This design comes from an exercise in tuning for small area and a short achievable clock period on the open sky130 flow, not from production work.
Function not checked in this run: the RTL went through the layout flow alone.
No activity file was given, so power comes from the tool's default toggle rates.

--- flow/flow/run.sh ---
#!/bin/bash
# Standard layout (the standard.sh) with two changes:
#  - after synthesis, flow/post_synth.tcl takes logic cells down to their
#    smallest drive strength (timing repair later sizes up what it needs);
#  - the port buffers are buf_1 cells (sized up by repair where needed).
set -euo pipefail
here=$(pwd)
bash standard.sh POST_SYNTH_TCL=$here/flow/post_synth.tcl \
  "BUFFER_PORTS_ARGS=-buffer_cell sky130_fd_sc_hd__buf_1" finish > $here/standard_flow.log 2>&1
--- flow/flow/post_synth.tcl ---
# After synthesis: take every logic cell down to the smallest drive strength
# of its own kind and drop the buffers synthesis inserted; timing repair in the
# later steps sizes up what the critical paths need.
set n_resized 0
foreach inst [get_cells *] {
  set master [get_property $inst ref_name]
  if {![regexp {^(sky130_fd_sc_hd__[a-z0-9]+)_([0-9]+)$} $master -> base size]} { continue }
  if {[regexp {__(df|dl|sdf|edf|conb|tap|fill|decap|clk)} $base]} { continue }
  set best ""
  set best_area 1e9
  foreach s {0 1 2 4} {
    set lc [get_lib_cells -quiet */${base}_$s]
    if {$lc eq ""} { continue }
    if {[get_property $lc dont_use]} { continue }
    set a [get_property $lc area]
    if {$a < $best_area} { set best_area $a; set best [get_name $lc] }
  }
  if {$best ne "" && $best ne $master} {
    replace_cell $inst $best
    incr n_resized
  }
}
puts "post_synth: resized $n_resized cells"
remove_buffers
--- flow/standard.sh ---
#!/bin/bash
# synth_recipe.tcl (not shown) runs the flow's synth.tcl, then flattens the netlist and writes it again
# the make line also repeats each setting of config.mk as NAME=value (left out here)
make -C /OpenROAD-flow-scripts/flow DESIGN_CONFIG=/design/flow/config.mk WORK_HOME=/design/flow/orfs CLKGATE_MAP_FILE= SYNTH_SCRIPT=/design/flow/synth_recipe.tcl "${@:-finish}"
--- flow/config.mk ---
export PLATFORM = sky130hd
export DESIGN_NAME = dadda_16_16
export DESIGN_NICKNAME = dadda_16_16
export VERILOG_FILES = /design/flow/design.v
export SDC_FILE = /design/flow/constraint.sdc
export NUM_CORES = 4
export LEC_CHECK = 0
export CAP_MARGIN = 20
export CORE_MARGIN = 2
export CORE_UTILIZATION = 55
export CTS_BUF_LIST = sky130_fd_sc_hd__clkbuf_4 sky130_fd_sc_hd__clkbuf_8
export SETUP_SLACK_MARGIN = 3.8
export SLEW_MARGIN = 20
export SYNTH_HIERARCHICAL = 1
--- flow/constraint.sdc ---
create_clock -name core_clock -period 7.0 [get_ports {clk}]
set_input_delay 1.4000 -clock core_clock [delete_from_list [all_inputs] [get_ports {clk}]]
set_output_delay 1.4000 -clock core_clock [all_outputs]
set_load 0.01 [all_outputs]
--- flow/design.v ---
module fa(input x, y, z, output s, c);
  assign s = x ^ y ^ z;
  assign c = (x & y) | (z & (x | y));
endmodule
module bsel(input a, b, one, two, neg, output pn);
  assign pn = ~(((a & one) | (b & two)) ^ neg);
endmodule
module bsel1(input a, s, neg, output pn);
  assign pn = ~((a & s) ^ neg);
endmodule
module hac(input xn, yn, output sn, cn);
  xnor_m u_s (.a(xn), .b(yn), .y(sn));
  or_m u_c (.a(xn), .b(yn), .y(cn));
endmodule
module xnor_m(input a, b, output y);
  assign y = ~(a ^ b);
endmodule
module or_m(input a, b, output y);
  assign y = a | b;
endmodule
module g_inv(input a, output y);
  assign y = ~a;
endmodule
module g_nand2(input a, b, output y);
  assign y = ~(a & b);
endmodule
module g_nor2(input a, b, output y);
  assign y = ~(a | b);
endmodule
module g_xor2(input a, b, output y);
  assign y = a ^ b;
endmodule
module g_xnor2(input a, b, output y);
  assign y = ~(a ^ b);
endmodule
module g_aoi21(input a, b, c, output y);
  assign y = ~(c | (a & b));
endmodule
module g_oai21(input a, b, c, output y);
  assign y = ~(c & (a | b));
endmodule
module dadda_16_16(mpd_in, mpr_in, op_out, clk);
  input clk;
  input [15:0] mpd_in, mpr_in;
  output [32:0] op_out;
  wire [17:0] ye = {2'b00, mpr_in};
  wire [7:0] e_one, e_two;
  genvar gi, gj;
  generate for (gi = 0; gi < 8; gi = gi + 1) begin : g_enc
    wire ym1 = (gi == 0) ? 1'b0 : ye[2*gi-1];
    assign e_one[gi] = ye[2*gi] ^ ym1;
    assign e_two[gi] = (ye[2*gi+1] & ~ye[2*gi] & ~ym1) | (~ye[2*gi+1] & ye[2*gi] & ym1);
  end endgenerate
  reg [15:0] x;
  reg [7:0] one, two, neg;
  reg [25:0] q0, q1;
  reg [5:0] ql;
  reg qc;
  wire carry_n = w270;
  wire [25:0] r0n, r1n;
  wire [5:0] sln;
  always @(posedge clk) begin
    x <= mpd_in;
    one <= e_one;
    two <= e_two;
    neg <= {mpr_in[15], mpr_in[13], mpr_in[11], mpr_in[9], mpr_in[7], mpr_in[5], mpr_in[3], mpr_in[1]};
    q0 <= r0n;
    q1 <= r1n;
    ql <= sln;
    qc <= carry_n;
  end
  wire [7:0] negn = ~neg;
  wire [16:0] ppn [0:7];
  generate for (gi = 0; gi < 8; gi = gi + 1) begin : g_pp
    for (gj = 0; gj < 17; gj = gj + 1) begin : g_ppj
      if (gj == 0) begin : g_lo
        bsel1 u_sel (.a(x[0]), .s(one[gi]), .neg(neg[gi]), .pn(ppn[gi][gj]));
      end else if (gj == 16) begin : g_hi
        bsel1 u_sel (.a(x[15]), .s(two[gi]), .neg(neg[gi]), .pn(ppn[gi][gj]));
      end else begin : g_mid
        bsel u_sel (.a(x[gj]), .b(x[gj-1]), .one(one[gi]), .two(two[gi]), .neg(neg[gi]), .pn(ppn[gi][gj]));
      end
    end
  end endgenerate
  wire [15:0] r8n;
  generate for (gj = 0; gj < 16; gj = gj + 1) begin : g_r8
    g_nand2 u_r8 (.a(x[gj]), .b(neg[7]), .y(r8n[gj]));
  end endgenerate
  wire ci1;
  wire ci2;
  wire ci3;
  wire ci4;
  wire ci5;
  wire ci6;
  wire w7;
  wire w8;
  wire w9;
  wire w10;
  wire w11;
  wire w12;
  wire w13;
  wire w14;
  wire w15;
  wire w16;
  wire w17;
  wire w18;
  wire w19;
  wire w20;
  wire w21;
  wire w22;
  wire w23;
  wire w24;
  wire w25;
  wire w26;
  wire w27;
  wire w28;
  wire w29;
  wire w30;
  wire w31;
  wire w32;
  wire w33;
  wire w34;
  wire w35;
  wire w36;
  wire w37;
  wire w38;
  wire w39;
  wire w40;
  wire w41;
  wire w42;
  wire w43;
  wire w44;
  wire w45;
  wire w46;
  wire w47;
  wire w48;
  wire w49;
  wire w50;
  wire w51;
  wire w52;
  wire w53;
  wire w54;
  wire w55;
  wire w56;
  wire w57;
  wire w58;
  wire w59;
  wire w60;
  wire w61;
  wire w62;
  wire w63;
  wire w64;
  wire w65;
  wire w66;
  wire w67;
  wire w68;
  wire w69;
  wire w70;
  wire w71;
  wire w72;
  wire w73;
  wire w74;
  wire w75;
  wire w76;
  wire w77;
  wire w78;
  wire w79;
  wire w80;
  wire w81;
  wire w82;
  wire w83;
  wire w84;
  wire w85;
  wire w86;
  wire w87;
  wire w88;
  wire w89;
  wire w90;
  wire w91;
  wire w92;
  wire w93;
  wire w94;
  wire w95;
  wire w96;
  wire w97;
  wire w98;
  wire w99;
  wire w100;
  wire w101;
  wire w102;
  wire w103;
  wire w104;
  wire w105;
  wire w106;
  wire w107;
  wire w108;
  wire w109;
  wire w110;
  wire w111;
  wire w112;
  wire w113;
  wire w114;
  wire w115;
  wire w116;
  wire w117;
  wire w118;
  wire w119;
  wire w120;
  wire w121;
  wire w122;
  wire w123;
  wire w124;
  wire w125;
  wire w126;
  wire w127;
  wire w128;
  wire w129;
  wire w130;
  wire w131;
  wire w132;
  wire w133;
  wire w134;
  wire w135;
  wire w136;
  wire w137;
  wire w138;
  wire w139;
  wire w140;
  wire w141;
  wire w142;
  wire w143;
  wire w144;
  wire w145;
  wire w146;
  wire w147;
  wire w148;
  wire w149;
  wire w150;
  wire w151;
  wire w152;
  wire w153;
  wire w154;
  wire w155;
  wire w156;
  wire w157;
  wire w158;
  wire w159;
  wire w160;
  wire w161;
  wire w162;
  wire w163;
  wire w164;
  wire w165;
  wire w166;
  wire w167;
  wire w168;
  wire w169;
  wire w170;
  wire w171;
  wire w172;
  wire w173;
  wire w174;
  wire w175;
  wire w176;
  wire w177;
  wire w178;
  wire w179;
  wire w180;
  wire w181;
  wire w182;
  wire w183;
  wire w184;
  wire w185;
  wire w186;
  wire w187;
  wire w188;
  wire w189;
  wire w190;
  wire w191;
  wire w192;
  wire w193;
  wire w194;
  wire w195;
  wire w196;
  wire w197;
  wire w198;
  wire w199;
  wire w200;
  wire w201;
  wire w202;
  wire w203;
  wire w204;
  wire w205;
  wire w206;
  wire w207;
  wire w208;
  wire w209;
  wire w210;
  wire w211;
  wire w212;
  wire w213;
  wire w214;
  wire w215;
  wire w216;
  wire w217;
  wire w218;
  wire w219;
  wire w220;
  wire w221;
  wire w222;
  wire w223;
  wire w224;
  wire w225;
  wire w226;
  wire w227;
  wire w228;
  wire w229;
  wire w230;
  wire w231;
  wire w232;
  wire w233;
  wire w234;
  wire w235;
  wire w236;
  wire w237;
  wire w238;
  wire w239;
  wire w240;
  wire w241;
  wire w242;
  wire w243;
  wire w244;
  wire w245;
  wire w246;
  wire w247;
  wire w248;
  wire w249;
  wire w250;
  wire w251;
  wire w252;
  wire w253;
  wire w254;
  wire w255;
  wire w256;
  wire w257;
  wire w258;
  wire w259;
  wire w260;
  wire w261;
  wire w262;
  wire w263;
  wire w264;
  wire w265;
  wire w266;
  wire w267;
  wire w268;
  wire w269;
  wire w270;
  assign ci1 = ~r8n[4];
  assign ci2 = ~r8n[6];
  assign ci3 = ~r8n[8];
  assign ci4 = ~r8n[10];
  assign ci5 = ~r8n[12];
  assign ci6 = ~r8n[14];
  hac u_w7 (.xn(negn[5]), .yn(ppn[0][10]), .sn(w7), .cn(w8));
  hac u_w9 (.xn(ppn[0][11]), .yn(ppn[1][9]), .sn(w9), .cn(w10));
  fa u_w11 (.x(negn[6]), .y(ppn[0][12]), .z(ppn[1][10]), .s(w11), .c(w12));
  hac u_w13 (.xn(ppn[2][8]), .yn(ppn[3][6]), .sn(w13), .cn(w14));
  fa u_w15 (.x(ppn[0][13]), .y(ppn[1][11]), .z(ppn[2][9]), .s(w15), .c(w16));
  hac u_w17 (.xn(ppn[3][7]), .yn(ppn[4][5]), .sn(w17), .cn(w18));
  fa u_w19 (.x(negn[7]), .y(ppn[0][14]), .z(ppn[1][12]), .s(w19), .c(w20));
  fa u_w21 (.x(ppn[2][10]), .y(ppn[3][8]), .z(ppn[4][6]), .s(w21), .c(w22));
  hac u_w23 (.xn(ppn[5][4]), .yn(ppn[6][2]), .sn(w23), .cn(w24));
  fa u_w25 (.x(ppn[0][15]), .y(ppn[1][13]), .z(ppn[2][11]), .s(w25), .c(w26));
  fa u_w27 (.x(ppn[3][9]), .y(ppn[4][7]), .z(ppn[5][5]), .s(w27), .c(w28));
  hac u_w29 (.xn(ppn[6][3]), .yn(ppn[7][1]), .sn(w29), .cn(w30));
  fa u_w31 (.x(r8n[0]), .y(ppn[0][16]), .z(ppn[1][14]), .s(w31), .c(w32));
  fa u_w33 (.x(ppn[2][12]), .y(ppn[3][10]), .z(ppn[4][8]), .s(w33), .c(w34));
  fa u_w35 (.x(ppn[5][6]), .y(ppn[6][4]), .z(ppn[7][2]), .s(w35), .c(w36));
  fa u_w37 (.x(r8n[1]), .y(negn[0]), .z(ppn[1][15]), .s(w37), .c(w38));
  fa u_w39 (.x(ppn[2][13]), .y(ppn[3][11]), .z(ppn[4][9]), .s(w39), .c(w40));
  fa u_w41 (.x(ppn[5][7]), .y(ppn[6][5]), .z(ppn[7][3]), .s(w41), .c(w42));
  fa u_w43 (.x(r8n[2]), .y(negn[0]), .z(ppn[1][16]), .s(w43), .c(w44));
  fa u_w45 (.x(ppn[2][14]), .y(ppn[3][12]), .z(ppn[4][10]), .s(w45), .c(w46));
  fa u_w47 (.x(ppn[5][8]), .y(ppn[6][6]), .z(ppn[7][4]), .s(w47), .c(w48));
  fa u_w49 (.x(r8n[3]), .y(neg[0]), .z(neg[1]), .s(w49), .c(w50));
  fa u_w51 (.x(ppn[2][15]), .y(ppn[3][13]), .z(ppn[4][11]), .s(w51), .c(w52));
  fa u_w53 (.x(ppn[5][9]), .y(ppn[6][7]), .z(ppn[7][5]), .s(w53), .c(w54));
  fa u_w55 (.x(ci1), .y(ppn[2][16]), .z(ppn[3][14]), .s(w55), .c(w56));
  fa u_w57 (.x(ppn[4][12]), .y(ppn[5][10]), .z(ppn[6][8]), .s(w57), .c(w58));
  fa u_w59 (.x(r8n[5]), .y(r8n[4]), .z(neg[2]), .s(w59), .c(w60));
  fa u_w61 (.x(ppn[3][15]), .y(ppn[4][13]), .z(ppn[5][11]), .s(w61), .c(w62));
  fa u_w63 (.x(ci2), .y(ppn[3][16]), .z(ppn[4][14]), .s(w63), .c(w64));
  fa u_w65 (.x(r8n[7]), .y(r8n[6]), .z(neg[3]), .s(w65), .c(w66));
  hac u_w67 (.xn(negn[3]), .yn(ppn[0][6]), .sn(w67), .cn(w68));
  hac u_w69 (.xn(ppn[0][7]), .yn(ppn[1][5]), .sn(w69), .cn(w70));
  fa u_w71 (.x(negn[4]), .y(ppn[0][8]), .z(ppn[1][6]), .s(w71), .c(w72));
  hac u_w73 (.xn(ppn[2][4]), .yn(ppn[3][2]), .sn(w73), .cn(w74));
  fa u_w75 (.x(ppn[0][9]), .y(ppn[1][7]), .z(ppn[2][5]), .s(w75), .c(w76));
  hac u_w77 (.xn(ppn[3][3]), .yn(ppn[4][1]), .sn(w77), .cn(w78));
  fa u_w79 (.x(ppn[1][8]), .y(ppn[2][6]), .z(ppn[3][4]), .s(w79), .c(w80));
  fa u_w81 (.x(ppn[4][2]), .y(ppn[5][0]), .z(w7), .s(w81), .c(w82));
  fa u_w83 (.x(ppn[2][7]), .y(ppn[3][5]), .z(ppn[4][3]), .s(w83), .c(w84));
  fa u_w85 (.x(ppn[5][1]), .y(w8), .z(w9), .s(w85), .c(w86));
  fa u_w87 (.x(ppn[4][4]), .y(ppn[5][2]), .z(ppn[6][0]), .s(w87), .c(w88));
  fa u_w89 (.x(w10), .y(w13), .z(w11), .s(w89), .c(w90));
  fa u_w91 (.x(ppn[5][3]), .y(ppn[6][1]), .z(w14), .s(w91), .c(w92));
  fa u_w93 (.x(w17), .y(w12), .z(w15), .s(w93), .c(w94));
  fa u_w95 (.x(ppn[7][0]), .y(w18), .z(w23), .s(w95), .c(w96));
  fa u_w97 (.x(w16), .y(w19), .z(w21), .s(w97), .c(w98));
  fa u_w99 (.x(w24), .y(w29), .z(w20), .s(w99), .c(w100));
  fa u_w101 (.x(w22), .y(w25), .z(w27), .s(w101), .c(w102));
  fa u_w103 (.x(w30), .y(w26), .z(w28), .s(w103), .c(w104));
  fa u_w105 (.x(w31), .y(w33), .z(w35), .s(w105), .c(w106));
  fa u_w107 (.x(w32), .y(w34), .z(w36), .s(w107), .c(w108));
  fa u_w109 (.x(w37), .y(w39), .z(w41), .s(w109), .c(w110));
  fa u_w111 (.x(w38), .y(w40), .z(w42), .s(w111), .c(w112));
  fa u_w113 (.x(w43), .y(w45), .z(w47), .s(w113), .c(w114));
  fa u_w115 (.x(w44), .y(w46), .z(w48), .s(w115), .c(w116));
  fa u_w117 (.x(w49), .y(w51), .z(w53), .s(w117), .c(w118));
  fa u_w119 (.x(ppn[7][6]), .y(w50), .z(w52), .s(w119), .c(w120));
  fa u_w121 (.x(w54), .y(w55), .z(w57), .s(w121), .c(w122));
  fa u_w123 (.x(ppn[6][9]), .y(ppn[7][7]), .z(w56), .s(w123), .c(w124));
  fa u_w125 (.x(w58), .y(w59), .z(w61), .s(w125), .c(w126));
  fa u_w127 (.x(ppn[5][12]), .y(ppn[6][10]), .z(ppn[7][8]), .s(w127), .c(w128));
  fa u_w129 (.x(w60), .y(w62), .z(w63), .s(w129), .c(w130));
  fa u_w131 (.x(ppn[4][15]), .y(ppn[5][13]), .z(ppn[6][11]), .s(w131), .c(w132));
  fa u_w133 (.x(ppn[7][9]), .y(w64), .z(w65), .s(w133), .c(w134));
  fa u_w135 (.x(ci3), .y(ppn[4][16]), .z(ppn[5][14]), .s(w135), .c(w136));
  fa u_w137 (.x(ppn[6][12]), .y(ppn[7][10]), .z(w66), .s(w137), .c(w138));
  fa u_w139 (.x(r8n[9]), .y(r8n[8]), .z(neg[4]), .s(w139), .c(w140));
  fa u_w141 (.x(ppn[5][15]), .y(ppn[6][13]), .z(ppn[7][11]), .s(w141), .c(w142));
  fa u_w143 (.x(ci4), .y(ppn[5][16]), .z(ppn[6][14]), .s(w143), .c(w144));
  fa u_w145 (.x(r8n[11]), .y(r8n[10]), .z(neg[5]), .s(w145), .c(w146));
  hac u_w147 (.xn(negn[2]), .yn(ppn[0][4]), .sn(w147), .cn(w148));
  hac u_w149 (.xn(ppn[0][5]), .yn(ppn[1][3]), .sn(w149), .cn(w150));
  fa u_w151 (.x(ppn[1][4]), .y(ppn[2][2]), .z(ppn[3][0]), .s(w151), .c(w152));
  fa u_w153 (.x(ppn[2][3]), .y(ppn[3][1]), .z(w68), .s(w153), .c(w154));
  fa u_w155 (.x(ppn[4][0]), .y(w70), .z(w73), .s(w155), .c(w156));
  fa u_w157 (.x(w74), .y(w77), .z(w72), .s(w157), .c(w158));
  fa u_w159 (.x(w78), .y(w76), .z(w79), .s(w159), .c(w160));
  fa u_w161 (.x(w80), .y(w83), .z(w82), .s(w161), .c(w162));
  fa u_w163 (.x(w84), .y(w87), .z(w86), .s(w163), .c(w164));
  fa u_w165 (.x(w88), .y(w91), .z(w90), .s(w165), .c(w166));
  fa u_w167 (.x(w92), .y(w95), .z(w94), .s(w167), .c(w168));
  fa u_w169 (.x(w96), .y(w98), .z(w99), .s(w169), .c(w170));
  fa u_w171 (.x(w100), .y(w102), .z(w103), .s(w171), .c(w172));
  fa u_w173 (.x(w104), .y(w106), .z(w107), .s(w173), .c(w174));
  fa u_w175 (.x(w108), .y(w110), .z(w111), .s(w175), .c(w176));
  fa u_w177 (.x(w112), .y(w114), .z(w115), .s(w177), .c(w178));
  fa u_w179 (.x(w116), .y(w118), .z(w119), .s(w179), .c(w180));
  fa u_w181 (.x(w120), .y(w122), .z(w123), .s(w181), .c(w182));
  fa u_w183 (.x(w127), .y(w124), .z(w126), .s(w183), .c(w184));
  fa u_w185 (.x(w128), .y(w131), .z(w130), .s(w185), .c(w186));
  fa u_w187 (.x(w132), .y(w135), .z(w137), .s(w187), .c(w188));
  fa u_w189 (.x(w136), .y(w139), .z(w141), .s(w189), .c(w190));
  fa u_w191 (.x(ppn[7][12]), .y(w140), .z(w142), .s(w191), .c(w192));
  fa u_w193 (.x(ppn[6][15]), .y(ppn[7][13]), .z(w144), .s(w193), .c(w194));
  fa u_w195 (.x(ci5), .y(ppn[6][16]), .z(ppn[7][14]), .s(w195), .c(w196));
  fa u_w197 (.x(r8n[13]), .y(r8n[12]), .z(neg[6]), .s(w197), .c(w198));
  hac u_w199 (.xn(negn[1]), .yn(ppn[0][2]), .sn(w199), .cn(w200));
  hac u_w201 (.xn(ppn[0][3]), .yn(ppn[1][1]), .sn(w201), .cn(w202));
  fa u_w203 (.x(ppn[1][2]), .y(ppn[2][0]), .z(w147), .s(w203), .c(w204));
  fa u_w205 (.x(ppn[2][1]), .y(w148), .z(w149), .s(w205), .c(w206));
  fa u_w207 (.x(w150), .y(w67), .z(w151), .s(w207), .c(w208));
  fa u_w209 (.x(w69), .y(w152), .z(w153), .s(w209), .c(w210));
  fa u_w211 (.x(w71), .y(w154), .z(w155), .s(w211), .c(w212));
  fa u_w213 (.x(w75), .y(w156), .z(w157), .s(w213), .c(w214));
  fa u_w215 (.x(w81), .y(w158), .z(w159), .s(w215), .c(w216));
  fa u_w217 (.x(w85), .y(w160), .z(w161), .s(w217), .c(w218));
  fa u_w219 (.x(w89), .y(w162), .z(w163), .s(w219), .c(w220));
  fa u_w221 (.x(w93), .y(w164), .z(w165), .s(w221), .c(w222));
  fa u_w223 (.x(w97), .y(w166), .z(w167), .s(w223), .c(w224));
  fa u_w225 (.x(w101), .y(w168), .z(w169), .s(w225), .c(w226));
  fa u_w227 (.x(w105), .y(w170), .z(w171), .s(w227), .c(w228));
  fa u_w229 (.x(w109), .y(w172), .z(w173), .s(w229), .c(w230));
  fa u_w231 (.x(w113), .y(w174), .z(w175), .s(w231), .c(w232));
  fa u_w233 (.x(w117), .y(w176), .z(w177), .s(w233), .c(w234));
  fa u_w235 (.x(w121), .y(w178), .z(w179), .s(w235), .c(w236));
  fa u_w237 (.x(w125), .y(w180), .z(w181), .s(w237), .c(w238));
  fa u_w239 (.x(w129), .y(w182), .z(w183), .s(w239), .c(w240));
  fa u_w241 (.x(w133), .y(w184), .z(w185), .s(w241), .c(w242));
  fa u_w243 (.x(w134), .y(w186), .z(w187), .s(w243), .c(w244));
  fa u_w245 (.x(w138), .y(w189), .z(w188), .s(w245), .c(w246));
  fa u_w247 (.x(w143), .y(w190), .z(w191), .s(w247), .c(w248));
  fa u_w249 (.x(w145), .y(w192), .z(w193), .s(w249), .c(w250));
  fa u_w251 (.x(w146), .y(w195), .z(w194), .s(w251), .c(w252));
  fa u_w253 (.x(ppn[7][15]), .y(w196), .z(w197), .s(w253), .c(w254));
  fa u_w255 (.x(ci6), .y(ppn[7][16]), .z(w198), .s(w255), .c(w256));
  fa u_w257 (.x(r8n[15]), .y(r8n[14]), .z(neg[7]), .s(w257), .c(w258));
  hac u_w259 (.xn(negn[0]), .yn(ppn[0][0]), .sn(w259), .cn(w260));
  hac u_w261 (.xn(ppn[0][1]), .yn(w260), .sn(w261), .cn(w262));
  fa u_w263 (.x(w199), .y(ppn[1][0]), .z(w262), .s(w263), .c(w264));
  fa u_w265 (.x(w200), .y(w201), .z(w264), .s(w265), .c(w266));
  fa u_w267 (.x(w202), .y(w203), .z(w266), .s(w267), .c(w268));
  fa u_w269 (.x(w204), .y(w205), .z(w268), .s(w269), .c(w270));
  assign r0n[0] = w206;
  assign r1n[0] = w207;
  assign r0n[1] = w208;
  assign r1n[1] = w209;
  assign r0n[2] = w210;
  assign r1n[2] = w211;
  assign r0n[3] = w212;
  assign r1n[3] = w213;
  assign r0n[4] = w214;
  assign r1n[4] = w215;
  assign r0n[5] = w216;
  assign r1n[5] = w217;
  assign r0n[6] = w218;
  assign r1n[6] = w219;
  assign r0n[7] = w220;
  assign r1n[7] = w221;
  assign r0n[8] = w222;
  assign r1n[8] = w223;
  assign r0n[9] = w224;
  assign r1n[9] = w225;
  assign r0n[10] = w226;
  assign r1n[10] = w227;
  assign r0n[11] = w228;
  assign r1n[11] = w229;
  assign r0n[12] = w230;
  assign r1n[12] = w231;
  assign r0n[13] = w232;
  assign r1n[13] = w233;
  assign r0n[14] = w234;
  assign r1n[14] = w235;
  assign r0n[15] = w236;
  assign r1n[15] = w237;
  assign r0n[16] = w238;
  assign r1n[16] = w239;
  assign r0n[17] = w240;
  assign r1n[17] = w241;
  assign r0n[18] = w242;
  assign r1n[18] = w243;
  assign r0n[19] = w244;
  assign r1n[19] = w245;
  assign r0n[20] = w246;
  assign r1n[20] = w247;
  assign r0n[21] = w248;
  assign r1n[21] = w249;
  assign r0n[22] = w250;
  assign r1n[22] = w251;
  assign r0n[23] = w252;
  assign r1n[23] = w253;
  assign r0n[24] = w254;
  assign r1n[24] = w255;
  assign r0n[25] = w256;
  assign r1n[25] = w257;
  assign sln[0] = w259;
  assign sln[1] = w261;
  assign sln[2] = w263;
  assign sln[3] = w265;
  assign sln[4] = w267;
  assign sln[5] = w269;
  wire a1;
  wire a2;
  wire a3;
  wire a4;
  wire a5;
  wire a6;
  wire a7;
  wire a8;
  wire a9;
  wire a10;
  wire a11;
  wire a12;
  wire a13;
  wire a14;
  wire a15;
  wire a16;
  wire a17;
  wire a18;
  wire a19;
  wire a20;
  wire a21;
  wire a22;
  wire a23;
  wire a24;
  wire a25;
  wire a26;
  wire a27;
  wire a28;
  wire a29;
  wire a30;
  wire a31;
  wire a32;
  wire a33;
  wire a34;
  wire a35;
  wire a36;
  wire a37;
  wire a38;
  wire a39;
  wire a40;
  wire a41;
  wire a42;
  wire a43;
  wire a44;
  wire a45;
  wire a46;
  wire a47;
  wire a48;
  wire a49;
  wire a50;
  wire a51;
  wire a52;
  wire a53;
  wire a54;
  wire a55;
  wire a56;
  wire a57;
  wire a58;
  wire a59;
  wire a60;
  wire a61;
  wire a62;
  wire a63;
  wire a64;
  wire a65;
  wire a66;
  wire a67;
  wire a68;
  wire a69;
  wire a70;
  wire a71;
  wire a72;
  wire a73;
  wire a74;
  wire a75;
  wire a76;
  wire a77;
  wire a78;
  wire a79;
  wire a80;
  wire a81;
  wire a82;
  wire a83;
  wire a84;
  wire a85;
  wire a86;
  wire a87;
  wire a88;
  wire a89;
  wire a90;
  wire a91;
  wire a92;
  wire a93;
  wire a94;
  wire a95;
  wire a96;
  wire a97;
  wire a98;
  wire a99;
  wire a100;
  wire a101;
  wire a102;
  wire a103;
  wire a104;
  wire a105;
  wire a106;
  wire a107;
  wire a108;
  wire a109;
  wire a110;
  wire a111;
  wire a112;
  wire a113;
  wire a114;
  wire a115;
  wire a116;
  wire a117;
  wire a118;
  wire a119;
  wire a120;
  wire a121;
  wire a122;
  wire a123;
  wire a124;
  wire a125;
  wire a126;
  wire a127;
  wire a128;
  wire a129;
  wire a130;
  wire a131;
  wire a132;
  wire a133;
  wire a134;
  wire a135;
  wire a136;
  wire a137;
  wire a138;
  wire a139;
  wire a140;
  wire a141;
  wire a142;
  wire a143;
  wire a144;
  wire a145;
  wire a146;
  wire a147;
  wire a148;
  wire a149;
  wire a150;
  wire a151;
  wire a152;
  wire a153;
  wire a154;
  wire a155;
  wire a156;
  wire a157;
  wire a158;
  wire a159;
  wire a160;
  wire a161;
  wire a162;
  wire a163;
  wire a164;
  wire a165;
  wire a166;
  wire a167;
  wire a168;
  wire a169;
  wire a170;
  wire a171;
  wire a172;
  wire a173;
  wire a174;
  wire a175;
  wire a176;
  wire a177;
  wire a178;
  wire a179;
  wire a180;
  wire a181;
  wire a182;
  wire a183;
  wire a184;
  wire a185;
  wire a186;
  wire a187;
  wire a188;
  wire a189;
  wire a190;
  wire a191;
  wire a192;
  wire a193;
  wire a194;
  wire a195;
  wire a196;
  wire a197;
  wire a198;
  wire a199;
  wire a200;
  wire a201;
  wire a202;
  wire a203;
  wire a204;
  wire a205;
  wire a206;
  wire a207;
  wire a208;
  wire a209;
  wire a210;
  wire a211;
  wire a212;
  wire a213;
  wire a214;
  wire a215;
  wire a216;
  wire a217;
  wire a218;
  wire a219;
  wire a220;
  wire a221;
  wire a222;
  wire a223;
  wire a224;
  wire a225;
  wire a226;
  wire a227;
  wire a228;
  wire a229;
  wire a230;
  wire a231;
  wire a232;
  wire a233;
  wire a234;
  wire a235;
  wire a236;
  wire a237;
  wire a238;
  wire a239;
  wire a240;
  wire a241;
  wire a242;
  wire a243;
  wire a244;
  wire a245;
  wire a246;
  wire a247;
  wire a248;
  wire a249;
  wire a250;
  wire a251;
  wire a252;
  wire a253;
  wire a254;
  wire a255;
  wire a256;
  wire a257;
  wire a258;
  wire a259;
  wire a260;
  wire a261;
  wire a262;
  wire a263;
  wire a264;
  wire a265;
  wire a266;
  wire a267;
  wire a268;
  wire a269;
  wire a270;
  wire a271;
  wire a272;
  wire a273;
  wire a274;
  wire a275;
  wire a276;
  wire a277;
  wire a278;
  wire a279;
  wire a280;
  wire a281;
  wire a282;
  wire a283;
  wire a284;
  wire a285;
  wire a286;
  wire a287;
  wire a288;
  wire a289;
  wire a290;
  wire a291;
  wire a292;
  wire a293;
  wire a294;
  g_nor2 u_a1 (.a(q0[0]), .b(q1[0]), .y(a1));
  g_xor2 u_a2 (.a(q0[0]), .b(q1[0]), .y(a2));
  g_nand2 u_a3 (.a(q0[0]), .b(q1[0]), .y(a3));
  g_nor2 u_a4 (.a(q0[1]), .b(q1[1]), .y(a4));
  g_xor2 u_a5 (.a(q0[1]), .b(q1[1]), .y(a5));
  g_nand2 u_a6 (.a(q0[1]), .b(q1[1]), .y(a6));
  g_nor2 u_a7 (.a(q0[2]), .b(q1[2]), .y(a7));
  g_xor2 u_a8 (.a(q0[2]), .b(q1[2]), .y(a8));
  g_nand2 u_a9 (.a(q0[2]), .b(q1[2]), .y(a9));
  g_nor2 u_a10 (.a(q0[3]), .b(q1[3]), .y(a10));
  g_xor2 u_a11 (.a(q0[3]), .b(q1[3]), .y(a11));
  g_nand2 u_a12 (.a(q0[3]), .b(q1[3]), .y(a12));
  g_nor2 u_a13 (.a(q0[4]), .b(q1[4]), .y(a13));
  g_xor2 u_a14 (.a(q0[4]), .b(q1[4]), .y(a14));
  g_nand2 u_a15 (.a(q0[4]), .b(q1[4]), .y(a15));
  g_nor2 u_a16 (.a(q0[5]), .b(q1[5]), .y(a16));
  g_xor2 u_a17 (.a(q0[5]), .b(q1[5]), .y(a17));
  g_nand2 u_a18 (.a(q0[5]), .b(q1[5]), .y(a18));
  g_nor2 u_a19 (.a(q0[6]), .b(q1[6]), .y(a19));
  g_xor2 u_a20 (.a(q0[6]), .b(q1[6]), .y(a20));
  g_nand2 u_a21 (.a(q0[6]), .b(q1[6]), .y(a21));
  g_nor2 u_a22 (.a(q0[7]), .b(q1[7]), .y(a22));
  g_xor2 u_a23 (.a(q0[7]), .b(q1[7]), .y(a23));
  g_nand2 u_a24 (.a(q0[7]), .b(q1[7]), .y(a24));
  g_nor2 u_a25 (.a(q0[8]), .b(q1[8]), .y(a25));
  g_xor2 u_a26 (.a(q0[8]), .b(q1[8]), .y(a26));
  g_nand2 u_a27 (.a(q0[8]), .b(q1[8]), .y(a27));
  g_nor2 u_a28 (.a(q0[9]), .b(q1[9]), .y(a28));
  g_xor2 u_a29 (.a(q0[9]), .b(q1[9]), .y(a29));
  g_nand2 u_a30 (.a(q0[9]), .b(q1[9]), .y(a30));
  g_nor2 u_a31 (.a(q0[10]), .b(q1[10]), .y(a31));
  g_xor2 u_a32 (.a(q0[10]), .b(q1[10]), .y(a32));
  g_nand2 u_a33 (.a(q0[10]), .b(q1[10]), .y(a33));
  g_nor2 u_a34 (.a(q0[11]), .b(q1[11]), .y(a34));
  g_xor2 u_a35 (.a(q0[11]), .b(q1[11]), .y(a35));
  g_nand2 u_a36 (.a(q0[11]), .b(q1[11]), .y(a36));
  g_nor2 u_a37 (.a(q0[12]), .b(q1[12]), .y(a37));
  g_xor2 u_a38 (.a(q0[12]), .b(q1[12]), .y(a38));
  g_nand2 u_a39 (.a(q0[12]), .b(q1[12]), .y(a39));
  g_nor2 u_a40 (.a(q0[13]), .b(q1[13]), .y(a40));
  g_xor2 u_a41 (.a(q0[13]), .b(q1[13]), .y(a41));
  g_nand2 u_a42 (.a(q0[13]), .b(q1[13]), .y(a42));
  g_nor2 u_a43 (.a(q0[14]), .b(q1[14]), .y(a43));
  g_xor2 u_a44 (.a(q0[14]), .b(q1[14]), .y(a44));
  g_nand2 u_a45 (.a(q0[14]), .b(q1[14]), .y(a45));
  g_nor2 u_a46 (.a(q0[15]), .b(q1[15]), .y(a46));
  g_xor2 u_a47 (.a(q0[15]), .b(q1[15]), .y(a47));
  g_nand2 u_a48 (.a(q0[15]), .b(q1[15]), .y(a48));
  g_nor2 u_a49 (.a(q0[16]), .b(q1[16]), .y(a49));
  g_xor2 u_a50 (.a(q0[16]), .b(q1[16]), .y(a50));
  g_nand2 u_a51 (.a(q0[16]), .b(q1[16]), .y(a51));
  g_nor2 u_a52 (.a(q0[17]), .b(q1[17]), .y(a52));
  g_xor2 u_a53 (.a(q0[17]), .b(q1[17]), .y(a53));
  g_nand2 u_a54 (.a(q0[17]), .b(q1[17]), .y(a54));
  g_nor2 u_a55 (.a(q0[18]), .b(q1[18]), .y(a55));
  g_xor2 u_a56 (.a(q0[18]), .b(q1[18]), .y(a56));
  g_nand2 u_a57 (.a(q0[18]), .b(q1[18]), .y(a57));
  g_nor2 u_a58 (.a(q0[19]), .b(q1[19]), .y(a58));
  g_xor2 u_a59 (.a(q0[19]), .b(q1[19]), .y(a59));
  g_nand2 u_a60 (.a(q0[19]), .b(q1[19]), .y(a60));
  g_nor2 u_a61 (.a(q0[20]), .b(q1[20]), .y(a61));
  g_xor2 u_a62 (.a(q0[20]), .b(q1[20]), .y(a62));
  g_nand2 u_a63 (.a(q0[20]), .b(q1[20]), .y(a63));
  g_nor2 u_a64 (.a(q0[21]), .b(q1[21]), .y(a64));
  g_xor2 u_a65 (.a(q0[21]), .b(q1[21]), .y(a65));
  g_nand2 u_a66 (.a(q0[21]), .b(q1[21]), .y(a66));
  g_nor2 u_a67 (.a(q0[22]), .b(q1[22]), .y(a67));
  g_xor2 u_a68 (.a(q0[22]), .b(q1[22]), .y(a68));
  g_nand2 u_a69 (.a(q0[22]), .b(q1[22]), .y(a69));
  g_nor2 u_a70 (.a(q0[23]), .b(q1[23]), .y(a70));
  g_xor2 u_a71 (.a(q0[23]), .b(q1[23]), .y(a71));
  g_nand2 u_a72 (.a(q0[23]), .b(q1[23]), .y(a72));
  g_nor2 u_a73 (.a(q0[24]), .b(q1[24]), .y(a73));
  g_xor2 u_a74 (.a(q0[24]), .b(q1[24]), .y(a74));
  g_nand2 u_a75 (.a(q0[24]), .b(q1[24]), .y(a75));
  g_nor2 u_a76 (.a(q0[25]), .b(q1[25]), .y(a76));
  g_xor2 u_a77 (.a(q0[25]), .b(q1[25]), .y(a77));
  g_nand2 u_a78 (.a(q0[25]), .b(q1[25]), .y(a78));
  g_inv u_a79 (.a(qc), .y(a79));
  g_aoi21 u_a80 (.a(a3), .b(a79), .c(a1), .y(a80));
  g_aoi21 u_a81 (.a(a6), .b(a1), .c(a4), .y(a81));
  g_nand2 u_a82 (.a(a6), .b(a3), .y(a82));
  g_aoi21 u_a83 (.a(a9), .b(a4), .c(a7), .y(a83));
  g_nand2 u_a84 (.a(a9), .b(a6), .y(a84));
  g_aoi21 u_a85 (.a(a12), .b(a7), .c(a10), .y(a85));
  g_nand2 u_a86 (.a(a12), .b(a9), .y(a86));
  g_aoi21 u_a87 (.a(a15), .b(a10), .c(a13), .y(a87));
  g_nand2 u_a88 (.a(a15), .b(a12), .y(a88));
  g_aoi21 u_a89 (.a(a18), .b(a13), .c(a16), .y(a89));
  g_nand2 u_a90 (.a(a18), .b(a15), .y(a90));
  g_aoi21 u_a91 (.a(a21), .b(a16), .c(a19), .y(a91));
  g_nand2 u_a92 (.a(a21), .b(a18), .y(a92));
  g_aoi21 u_a93 (.a(a24), .b(a19), .c(a22), .y(a93));
  g_nand2 u_a94 (.a(a24), .b(a21), .y(a94));
  g_aoi21 u_a95 (.a(a27), .b(a22), .c(a25), .y(a95));
  g_nand2 u_a96 (.a(a27), .b(a24), .y(a96));
  g_aoi21 u_a97 (.a(a30), .b(a25), .c(a28), .y(a97));
  g_nand2 u_a98 (.a(a30), .b(a27), .y(a98));
  g_aoi21 u_a99 (.a(a33), .b(a28), .c(a31), .y(a99));
  g_nand2 u_a100 (.a(a33), .b(a30), .y(a100));
  g_aoi21 u_a101 (.a(a36), .b(a31), .c(a34), .y(a101));
  g_nand2 u_a102 (.a(a36), .b(a33), .y(a102));
  g_aoi21 u_a103 (.a(a39), .b(a34), .c(a37), .y(a103));
  g_nand2 u_a104 (.a(a39), .b(a36), .y(a104));
  g_aoi21 u_a105 (.a(a42), .b(a37), .c(a40), .y(a105));
  g_nand2 u_a106 (.a(a42), .b(a39), .y(a106));
  g_aoi21 u_a107 (.a(a45), .b(a40), .c(a43), .y(a107));
  g_nand2 u_a108 (.a(a45), .b(a42), .y(a108));
  g_aoi21 u_a109 (.a(a48), .b(a43), .c(a46), .y(a109));
  g_nand2 u_a110 (.a(a48), .b(a45), .y(a110));
  g_aoi21 u_a111 (.a(a51), .b(a46), .c(a49), .y(a111));
  g_nand2 u_a112 (.a(a51), .b(a48), .y(a112));
  g_aoi21 u_a113 (.a(a54), .b(a49), .c(a52), .y(a113));
  g_nand2 u_a114 (.a(a54), .b(a51), .y(a114));
  g_aoi21 u_a115 (.a(a57), .b(a52), .c(a55), .y(a115));
  g_nand2 u_a116 (.a(a57), .b(a54), .y(a116));
  g_aoi21 u_a117 (.a(a60), .b(a55), .c(a58), .y(a117));
  g_nand2 u_a118 (.a(a60), .b(a57), .y(a118));
  g_aoi21 u_a119 (.a(a63), .b(a58), .c(a61), .y(a119));
  g_nand2 u_a120 (.a(a63), .b(a60), .y(a120));
  g_aoi21 u_a121 (.a(a66), .b(a61), .c(a64), .y(a121));
  g_nand2 u_a122 (.a(a66), .b(a63), .y(a122));
  g_aoi21 u_a123 (.a(a69), .b(a64), .c(a67), .y(a123));
  g_nand2 u_a124 (.a(a69), .b(a66), .y(a124));
  g_aoi21 u_a125 (.a(a72), .b(a67), .c(a70), .y(a125));
  g_nand2 u_a126 (.a(a72), .b(a69), .y(a126));
  g_aoi21 u_a127 (.a(a75), .b(a70), .c(a73), .y(a127));
  g_nand2 u_a128 (.a(a75), .b(a72), .y(a128));
  g_aoi21 u_a129 (.a(a78), .b(a73), .c(a76), .y(a129));
  g_nand2 u_a130 (.a(a78), .b(a75), .y(a130));
  g_oai21 u_a131 (.a(a82), .b(qc), .c(a81), .y(a131));
  g_oai21 u_a132 (.a(a84), .b(a80), .c(a83), .y(a132));
  g_oai21 u_a133 (.a(a86), .b(a81), .c(a85), .y(a133));
  g_nor2 u_a134 (.a(a86), .b(a82), .y(a134));
  g_oai21 u_a135 (.a(a88), .b(a83), .c(a87), .y(a135));
  g_nor2 u_a136 (.a(a88), .b(a84), .y(a136));
  g_oai21 u_a137 (.a(a90), .b(a85), .c(a89), .y(a137));
  g_nor2 u_a138 (.a(a90), .b(a86), .y(a138));
  g_oai21 u_a139 (.a(a92), .b(a87), .c(a91), .y(a139));
  g_nor2 u_a140 (.a(a92), .b(a88), .y(a140));
  g_oai21 u_a141 (.a(a94), .b(a89), .c(a93), .y(a141));
  g_nor2 u_a142 (.a(a94), .b(a90), .y(a142));
  g_oai21 u_a143 (.a(a96), .b(a91), .c(a95), .y(a143));
  g_nor2 u_a144 (.a(a96), .b(a92), .y(a144));
  g_oai21 u_a145 (.a(a98), .b(a93), .c(a97), .y(a145));
  g_nor2 u_a146 (.a(a98), .b(a94), .y(a146));
  g_oai21 u_a147 (.a(a100), .b(a95), .c(a99), .y(a147));
  g_nor2 u_a148 (.a(a100), .b(a96), .y(a148));
  g_oai21 u_a149 (.a(a102), .b(a97), .c(a101), .y(a149));
  g_nor2 u_a150 (.a(a102), .b(a98), .y(a150));
  g_oai21 u_a151 (.a(a104), .b(a99), .c(a103), .y(a151));
  g_nor2 u_a152 (.a(a104), .b(a100), .y(a152));
  g_oai21 u_a153 (.a(a106), .b(a101), .c(a105), .y(a153));
  g_nor2 u_a154 (.a(a106), .b(a102), .y(a154));
  g_oai21 u_a155 (.a(a108), .b(a103), .c(a107), .y(a155));
  g_nor2 u_a156 (.a(a108), .b(a104), .y(a156));
  g_oai21 u_a157 (.a(a110), .b(a105), .c(a109), .y(a157));
  g_nor2 u_a158 (.a(a110), .b(a106), .y(a158));
  g_oai21 u_a159 (.a(a112), .b(a107), .c(a111), .y(a159));
  g_nor2 u_a160 (.a(a112), .b(a108), .y(a160));
  g_oai21 u_a161 (.a(a114), .b(a109), .c(a113), .y(a161));
  g_nor2 u_a162 (.a(a114), .b(a110), .y(a162));
  g_oai21 u_a163 (.a(a116), .b(a111), .c(a115), .y(a163));
  g_nor2 u_a164 (.a(a116), .b(a112), .y(a164));
  g_oai21 u_a165 (.a(a118), .b(a113), .c(a117), .y(a165));
  g_nor2 u_a166 (.a(a118), .b(a114), .y(a166));
  g_oai21 u_a167 (.a(a120), .b(a115), .c(a119), .y(a167));
  g_nor2 u_a168 (.a(a120), .b(a116), .y(a168));
  g_oai21 u_a169 (.a(a122), .b(a117), .c(a121), .y(a169));
  g_nor2 u_a170 (.a(a122), .b(a118), .y(a170));
  g_oai21 u_a171 (.a(a124), .b(a119), .c(a123), .y(a171));
  g_nor2 u_a172 (.a(a124), .b(a120), .y(a172));
  g_oai21 u_a173 (.a(a126), .b(a121), .c(a125), .y(a173));
  g_nor2 u_a174 (.a(a126), .b(a122), .y(a174));
  g_oai21 u_a175 (.a(a128), .b(a123), .c(a127), .y(a175));
  g_nor2 u_a176 (.a(a128), .b(a124), .y(a176));
  g_oai21 u_a177 (.a(a130), .b(a125), .c(a129), .y(a177));
  g_nor2 u_a178 (.a(a130), .b(a126), .y(a178));
  g_aoi21 u_a179 (.a(a134), .b(a79), .c(a133), .y(a179));
  g_inv u_a180 (.a(a80), .y(a180));
  g_aoi21 u_a181 (.a(a136), .b(a180), .c(a135), .y(a181));
  g_aoi21 u_a182 (.a(a138), .b(a131), .c(a137), .y(a182));
  g_aoi21 u_a183 (.a(a140), .b(a132), .c(a139), .y(a183));
  g_aoi21 u_a184 (.a(a142), .b(a133), .c(a141), .y(a184));
  g_nand2 u_a185 (.a(a142), .b(a134), .y(a185));
  g_aoi21 u_a186 (.a(a144), .b(a135), .c(a143), .y(a186));
  g_nand2 u_a187 (.a(a144), .b(a136), .y(a187));
  g_aoi21 u_a188 (.a(a146), .b(a137), .c(a145), .y(a188));
  g_nand2 u_a189 (.a(a146), .b(a138), .y(a189));
  g_aoi21 u_a190 (.a(a148), .b(a139), .c(a147), .y(a190));
  g_nand2 u_a191 (.a(a148), .b(a140), .y(a191));
  g_aoi21 u_a192 (.a(a150), .b(a141), .c(a149), .y(a192));
  g_nand2 u_a193 (.a(a150), .b(a142), .y(a193));
  g_aoi21 u_a194 (.a(a152), .b(a143), .c(a151), .y(a194));
  g_nand2 u_a195 (.a(a152), .b(a144), .y(a195));
  g_aoi21 u_a196 (.a(a154), .b(a145), .c(a153), .y(a196));
  g_nand2 u_a197 (.a(a154), .b(a146), .y(a197));
  g_aoi21 u_a198 (.a(a156), .b(a147), .c(a155), .y(a198));
  g_nand2 u_a199 (.a(a156), .b(a148), .y(a199));
  g_aoi21 u_a200 (.a(a158), .b(a149), .c(a157), .y(a200));
  g_nand2 u_a201 (.a(a158), .b(a150), .y(a201));
  g_aoi21 u_a202 (.a(a160), .b(a151), .c(a159), .y(a202));
  g_nand2 u_a203 (.a(a160), .b(a152), .y(a203));
  g_aoi21 u_a204 (.a(a162), .b(a153), .c(a161), .y(a204));
  g_nand2 u_a205 (.a(a162), .b(a154), .y(a205));
  g_aoi21 u_a206 (.a(a164), .b(a155), .c(a163), .y(a206));
  g_nand2 u_a207 (.a(a164), .b(a156), .y(a207));
  g_aoi21 u_a208 (.a(a166), .b(a157), .c(a165), .y(a208));
  g_nand2 u_a209 (.a(a166), .b(a158), .y(a209));
  g_aoi21 u_a210 (.a(a168), .b(a159), .c(a167), .y(a210));
  g_nand2 u_a211 (.a(a168), .b(a160), .y(a211));
  g_aoi21 u_a212 (.a(a170), .b(a161), .c(a169), .y(a212));
  g_nand2 u_a213 (.a(a170), .b(a162), .y(a213));
  g_aoi21 u_a214 (.a(a172), .b(a163), .c(a171), .y(a214));
  g_nand2 u_a215 (.a(a172), .b(a164), .y(a215));
  g_aoi21 u_a216 (.a(a174), .b(a165), .c(a173), .y(a216));
  g_nand2 u_a217 (.a(a174), .b(a166), .y(a217));
  g_aoi21 u_a218 (.a(a176), .b(a167), .c(a175), .y(a218));
  g_nand2 u_a219 (.a(a176), .b(a168), .y(a219));
  g_aoi21 u_a220 (.a(a178), .b(a169), .c(a177), .y(a220));
  g_nand2 u_a221 (.a(a178), .b(a170), .y(a221));
  g_oai21 u_a222 (.a(a185), .b(qc), .c(a184), .y(a222));
  g_oai21 u_a223 (.a(a187), .b(a80), .c(a186), .y(a223));
  g_inv u_a224 (.a(a131), .y(a224));
  g_oai21 u_a225 (.a(a189), .b(a224), .c(a188), .y(a225));
  g_inv u_a226 (.a(a132), .y(a226));
  g_oai21 u_a227 (.a(a191), .b(a226), .c(a190), .y(a227));
  g_oai21 u_a228 (.a(a193), .b(a179), .c(a192), .y(a228));
  g_oai21 u_a229 (.a(a195), .b(a181), .c(a194), .y(a229));
  g_oai21 u_a230 (.a(a197), .b(a182), .c(a196), .y(a230));
  g_oai21 u_a231 (.a(a199), .b(a183), .c(a198), .y(a231));
  g_oai21 u_a232 (.a(a201), .b(a184), .c(a200), .y(a232));
  g_nor2 u_a233 (.a(a201), .b(a185), .y(a233));
  g_oai21 u_a234 (.a(a203), .b(a186), .c(a202), .y(a234));
  g_nor2 u_a235 (.a(a203), .b(a187), .y(a235));
  g_oai21 u_a236 (.a(a205), .b(a188), .c(a204), .y(a236));
  g_nor2 u_a237 (.a(a205), .b(a189), .y(a237));
  g_oai21 u_a238 (.a(a207), .b(a190), .c(a206), .y(a238));
  g_nor2 u_a239 (.a(a207), .b(a191), .y(a239));
  g_oai21 u_a240 (.a(a209), .b(a192), .c(a208), .y(a240));
  g_nor2 u_a241 (.a(a209), .b(a193), .y(a241));
  g_oai21 u_a242 (.a(a211), .b(a194), .c(a210), .y(a242));
  g_nor2 u_a243 (.a(a211), .b(a195), .y(a243));
  g_oai21 u_a244 (.a(a213), .b(a196), .c(a212), .y(a244));
  g_nor2 u_a245 (.a(a213), .b(a197), .y(a245));
  g_oai21 u_a246 (.a(a215), .b(a198), .c(a214), .y(a246));
  g_nor2 u_a247 (.a(a215), .b(a199), .y(a247));
  g_oai21 u_a248 (.a(a217), .b(a200), .c(a216), .y(a248));
  g_nor2 u_a249 (.a(a217), .b(a201), .y(a249));
  g_oai21 u_a250 (.a(a219), .b(a202), .c(a218), .y(a250));
  g_nor2 u_a251 (.a(a219), .b(a203), .y(a251));
  g_oai21 u_a252 (.a(a221), .b(a204), .c(a220), .y(a252));
  g_nor2 u_a253 (.a(a221), .b(a205), .y(a253));
  g_aoi21 u_a254 (.a(a233), .b(a79), .c(a232), .y(a254));
  g_aoi21 u_a255 (.a(a235), .b(a180), .c(a234), .y(a255));
  g_aoi21 u_a256 (.a(a237), .b(a131), .c(a236), .y(a256));
  g_aoi21 u_a257 (.a(a239), .b(a132), .c(a238), .y(a257));
  g_inv u_a258 (.a(a179), .y(a258));
  g_aoi21 u_a259 (.a(a241), .b(a258), .c(a240), .y(a259));
  g_inv u_a260 (.a(a181), .y(a260));
  g_aoi21 u_a261 (.a(a243), .b(a260), .c(a242), .y(a261));
  g_inv u_a262 (.a(a182), .y(a262));
  g_aoi21 u_a263 (.a(a245), .b(a262), .c(a244), .y(a263));
  g_inv u_a264 (.a(a183), .y(a264));
  g_aoi21 u_a265 (.a(a247), .b(a264), .c(a246), .y(a265));
  g_aoi21 u_a266 (.a(a249), .b(a222), .c(a248), .y(a266));
  g_aoi21 u_a267 (.a(a251), .b(a223), .c(a250), .y(a267));
  g_aoi21 u_a268 (.a(a253), .b(a225), .c(a252), .y(a268));
  g_xnor2 u_a269 (.a(a2), .b(qc), .y(a269));
  g_xnor2 u_a270 (.a(a5), .b(a80), .y(a270));
  g_xor2 u_a271 (.a(a8), .b(a131), .y(a271));
  g_xor2 u_a272 (.a(a11), .b(a132), .y(a272));
  g_xnor2 u_a273 (.a(a14), .b(a179), .y(a273));
  g_xnor2 u_a274 (.a(a17), .b(a181), .y(a274));
  g_xnor2 u_a275 (.a(a20), .b(a182), .y(a275));
  g_xnor2 u_a276 (.a(a23), .b(a183), .y(a276));
  g_xor2 u_a277 (.a(a26), .b(a222), .y(a277));
  g_xor2 u_a278 (.a(a29), .b(a223), .y(a278));
  g_xor2 u_a279 (.a(a32), .b(a225), .y(a279));
  g_xor2 u_a280 (.a(a35), .b(a227), .y(a280));
  g_xor2 u_a281 (.a(a38), .b(a228), .y(a281));
  g_xor2 u_a282 (.a(a41), .b(a229), .y(a282));
  g_xor2 u_a283 (.a(a44), .b(a230), .y(a283));
  g_xor2 u_a284 (.a(a47), .b(a231), .y(a284));
  g_xnor2 u_a285 (.a(a50), .b(a254), .y(a285));
  g_xnor2 u_a286 (.a(a53), .b(a255), .y(a286));
  g_xnor2 u_a287 (.a(a56), .b(a256), .y(a287));
  g_xnor2 u_a288 (.a(a59), .b(a257), .y(a288));
  g_xnor2 u_a289 (.a(a62), .b(a259), .y(a289));
  g_xnor2 u_a290 (.a(a65), .b(a261), .y(a290));
  g_xnor2 u_a291 (.a(a68), .b(a263), .y(a291));
  g_xnor2 u_a292 (.a(a71), .b(a265), .y(a292));
  g_xnor2 u_a293 (.a(a74), .b(a266), .y(a293));
  g_xnor2 u_a294 (.a(a77), .b(a267), .y(a294));
  wire [25:0] hi;
  assign hi[0] = a269;
  assign hi[1] = a270;
  assign hi[2] = a271;
  assign hi[3] = a272;
  assign hi[4] = a273;
  assign hi[5] = a274;
  assign hi[6] = a275;
  assign hi[7] = a276;
  assign hi[8] = a277;
  assign hi[9] = a278;
  assign hi[10] = a279;
  assign hi[11] = a280;
  assign hi[12] = a281;
  assign hi[13] = a282;
  assign hi[14] = a283;
  assign hi[15] = a284;
  assign hi[16] = a285;
  assign hi[17] = a286;
  assign hi[18] = a287;
  assign hi[19] = a288;
  assign hi[20] = a289;
  assign hi[21] = a290;
  assign hi[22] = a291;
  assign hi[23] = a292;
  assign hi[24] = a293;
  assign hi[25] = a294;
  assign op_out = {1'b0, hi, ~ql};
endmodule
==> results.txt <==
[placed cells by master, fill, tap and decap left out, types with 2 or more instances in the layout]
cell type	n
o21ai_0	14
dfxtp_4	40
a21oi_1	14
xor2_1	179
dfxtp_1	25
nand2_4	6
clkinv_4	2
buf_2	20
o21ai_4	10
o21ai_1	14
inv_1	25
a21oi_4	18
nand2_1	70
nor2_4	18
nor2_1	27
xnor2_1	31
a21oi_2	25
nor2_2	12
nand3b_1	7
buf_6	2
buf_1	43
a22oi_1	119
nand2_2	23
clkinvlp_4	2
or2_0	16
o21ai_2	11
buf_4	38
inv_8	2
clkbuf_8	10
nand2b_1	7
fa_1	116
dfxtp_2	34
inv_2	2
[metal layers]
layer / vias to the layer above / track usage [%]
li1: 3186 / -
met1: 3580 / 43.67
met2: 409 / 50.83
met3: 62 / 6.093
met4: 0 / 10.47
met5: - / 0
[power breakdown]
group,switching (W),internal (W)
clock network,0.000220,0.000146
logic,0.00227,0.00165
registers,0.000292,0.000825
[layout make-up]
cell class	instances	share of cell area (%)
multi-input combinational	741	68.30
sequential	99	20.85
timing repair buffer	105	5.697
tap	188	2.255
clock buffer	10	1.319
inverter	28	1.044
clock inverter	6	0.5398
[timing repair]
item	4_1_cts	5_1_grt
setup buffers	27	9
resized for setup	270	82
pin swaps	38	21
setup endpoints to repair	50	39
[per-stage QoR]
step | utilization (%) | total power [W]
5_1_grt | 68.87 | 0.005760
3_5_place_dp | 59.40 | 0.003869
3_3_place_gp | 59.40 | 0.003808
2_1_floorplan | - | 0.002911
4_1_cts | 66.53 | 0.004966
6_report | 68.87 | 0.005398
[worst register-to-register path: stages (launching register included)]
cell and delay (ps):
dfxtp_2 610, a22oi_1 190, xor2_1 210, fa_1 480
fa_1 470, fa_1 580, fa_1 480
[path summary, 6_finish.rpt]
kind	slack, ps	from	cells past startpoint	end
max	3590	q0[6]	8	op_out[31]
min	650	neg[0]	2	ql[0]
max reg2reg	3840	x[12]	6	q1[11]
min reg2reg	650	neg[0]	2	ql[0]
[sequential cells by signal, indices dropped and copies added (netlist names)]
| register | count |
|---|---|
| qc | 1 |
| one | 8 |
| two | 8 |
| x | 16 |
| ql | 6 |
| neg | 8 |
| q1 | 26 |
| q0 | 26 |
==> summary.md <==
| Metric | Value |
|---|---|
| Largest net degree at the start of global routing | `36` |
| Final non-filler cell total | `1,177` |
| Vias in the first global route | `between 7k and 8k` |
| Worst-Skew Late Latency | `a little over 400 ps` |
| Post-DRT Antenna Nets | `0` |
| Crit path time final | `3409 ps` |
| CP Capture Type | `output port` |
| Worst Path Max Fanout | `3` |
| Place WS | `roughly 3300 ps` |
| Yosys warns | `7` |
| Share of cells above drive strength 1 | `28.31%` |
| Nets | `1,133` |
| Pwr per Cell Area | `~520 mW/mm2` |
| Area Overhead vs Synth | `23.00%` |
| Initial drt markers | `578` |
| Initial antenna violation count | `0` |
| IO Port Bufs | `64` |
| Top sig layer | `met4` |
| Placed cell areas | `around 0.0090 mm2` |
| CP top delay family | `simple AND/OR/NAND/NOR gates` |
| Syn_area_per_cell | `9.770 um2` |
| Starting density of the core | `55.99%` |
| Num CTS Buffers | `9` |
| Netlist Area Pre-Place | `0.008481 mm2` |
| Wire length per cell | `~22 um` |
| Hold Violations, Final | `0` |
| CP arrival | `~2000 ps` |
| Io pins | `66` |
| Largest stage delay, worst path | `between 300 and 400 ps` |
| Final Cycle Share | `48.70%` |
| Root buf cell | `clkbuf_8` |
| Crit path required time | `5600 ps` |
| # diodes | `0` |
| DIE AREA | `0.01643 mm2` |
| Fillers | `1,143` |
| DR pass1 iterations | `6` |
| Clock tree buffer depth | `2` |
| Static Leak | `3.921 nW` |
| Worst-margin pin slew | `530.3 ps` |
| Setup Skew | `18.66 ps` |
| Worst Path Buf+Inv | `1` |
| Syn Nets | `1,017` |
| Area of the multi-input gates | `just over 0.007 mm2` |
| RSZ-0062 raised after global routing | `yes` |
| DP Cell Count | `1,125` |
| MaxCap Viol Count | `0` |
| Highest clock rate | `293.4 MHz` |
| Hold Buf Count CTS | `0` |
| Reg area | `0.002175 mm2` |
| DRC | `0` |
| Total Routing Usage GR | `between 30% and 40%` |
| Total grt overflow | `0` |
| Crit path launch type | `register` |
| Row count | `45` |
| Metal1 wirelength | `10,950 um` |
| # H-tree levels | `3` |
| Final setup vio count | `0` |
| Die Y | `approximately 130 um` |
| Crit path top cell by count | `nand2_2` |
| WL met3 | `2039 um` |
| Core Region | `0.01515 mm2` |
| Slew HR | `64.64%` |
| Final Hold Slack | `653.3 ps` |
| Reg clk slew, reported paths | `110 ps` |
| CTS tree | `built` |
| Setup TNS | `0 ps` |
| Final Max Tran Viols | `0` |
| Critical Path Slowest Stage Cell | `dfxtp_4` |
| Cells after Synth | `868` |
| Max VDD drop | `0.3506 mV` |
| Post-Layout Inst Area | `between 0.01 and 0.015 mm2` |
| Vias/cell | `just over 6` |
| Setup CP Type | `reg2out` |
| Total number of vias | `7,237` |
| Width of the chip | `approximately 130 um` |
| Hold crit path type | `reg2reg` |
| CP cell instances | `nand2_2 -> nand2_2 -> nor2_4 -> nand2_1 -> o21ai_4 -> a21oi_2 -> xnor2_1 -> buf_2` |
| GP Congestion | `0.8959` |
| Met2 wire length | `approximately 12,000 um` |
| First-pass GRT wire length | `39,390 um` |
| Run status | `no timing/DRC/antenna violations` |
| DPL Wire Length | `around 17,000 um` |
| Sink Count | `~100` |
| Final worst slack | `3591 ps` |
| DRT Wirelength | `25,830 um` |

[port drivers added, routing unchanged]
Ports are ideal in the flow. The routed layout listed here was re-timed in OpenROAD. Step 1 assumes that a clkbuf_16 drives the clock port and a buf_2 every other input. Step 2 also shifts input and output timing later by t, the mid clock arrival at the registers, as if the neighbouring blocks saw the same clock. Three values: ideal, step 1, step 2; two values: the first two.
t, ns: 0.439
slack for setup (ns): 3.591 / 3.551 / 3.836
slew at the worst register clock pin (ns): 0.11 / 0.11
After both steps setup and hold are still met in this run. The setup slack of this run moves by -0.040 ns with the drivers and by +0.245 ns with both steps.
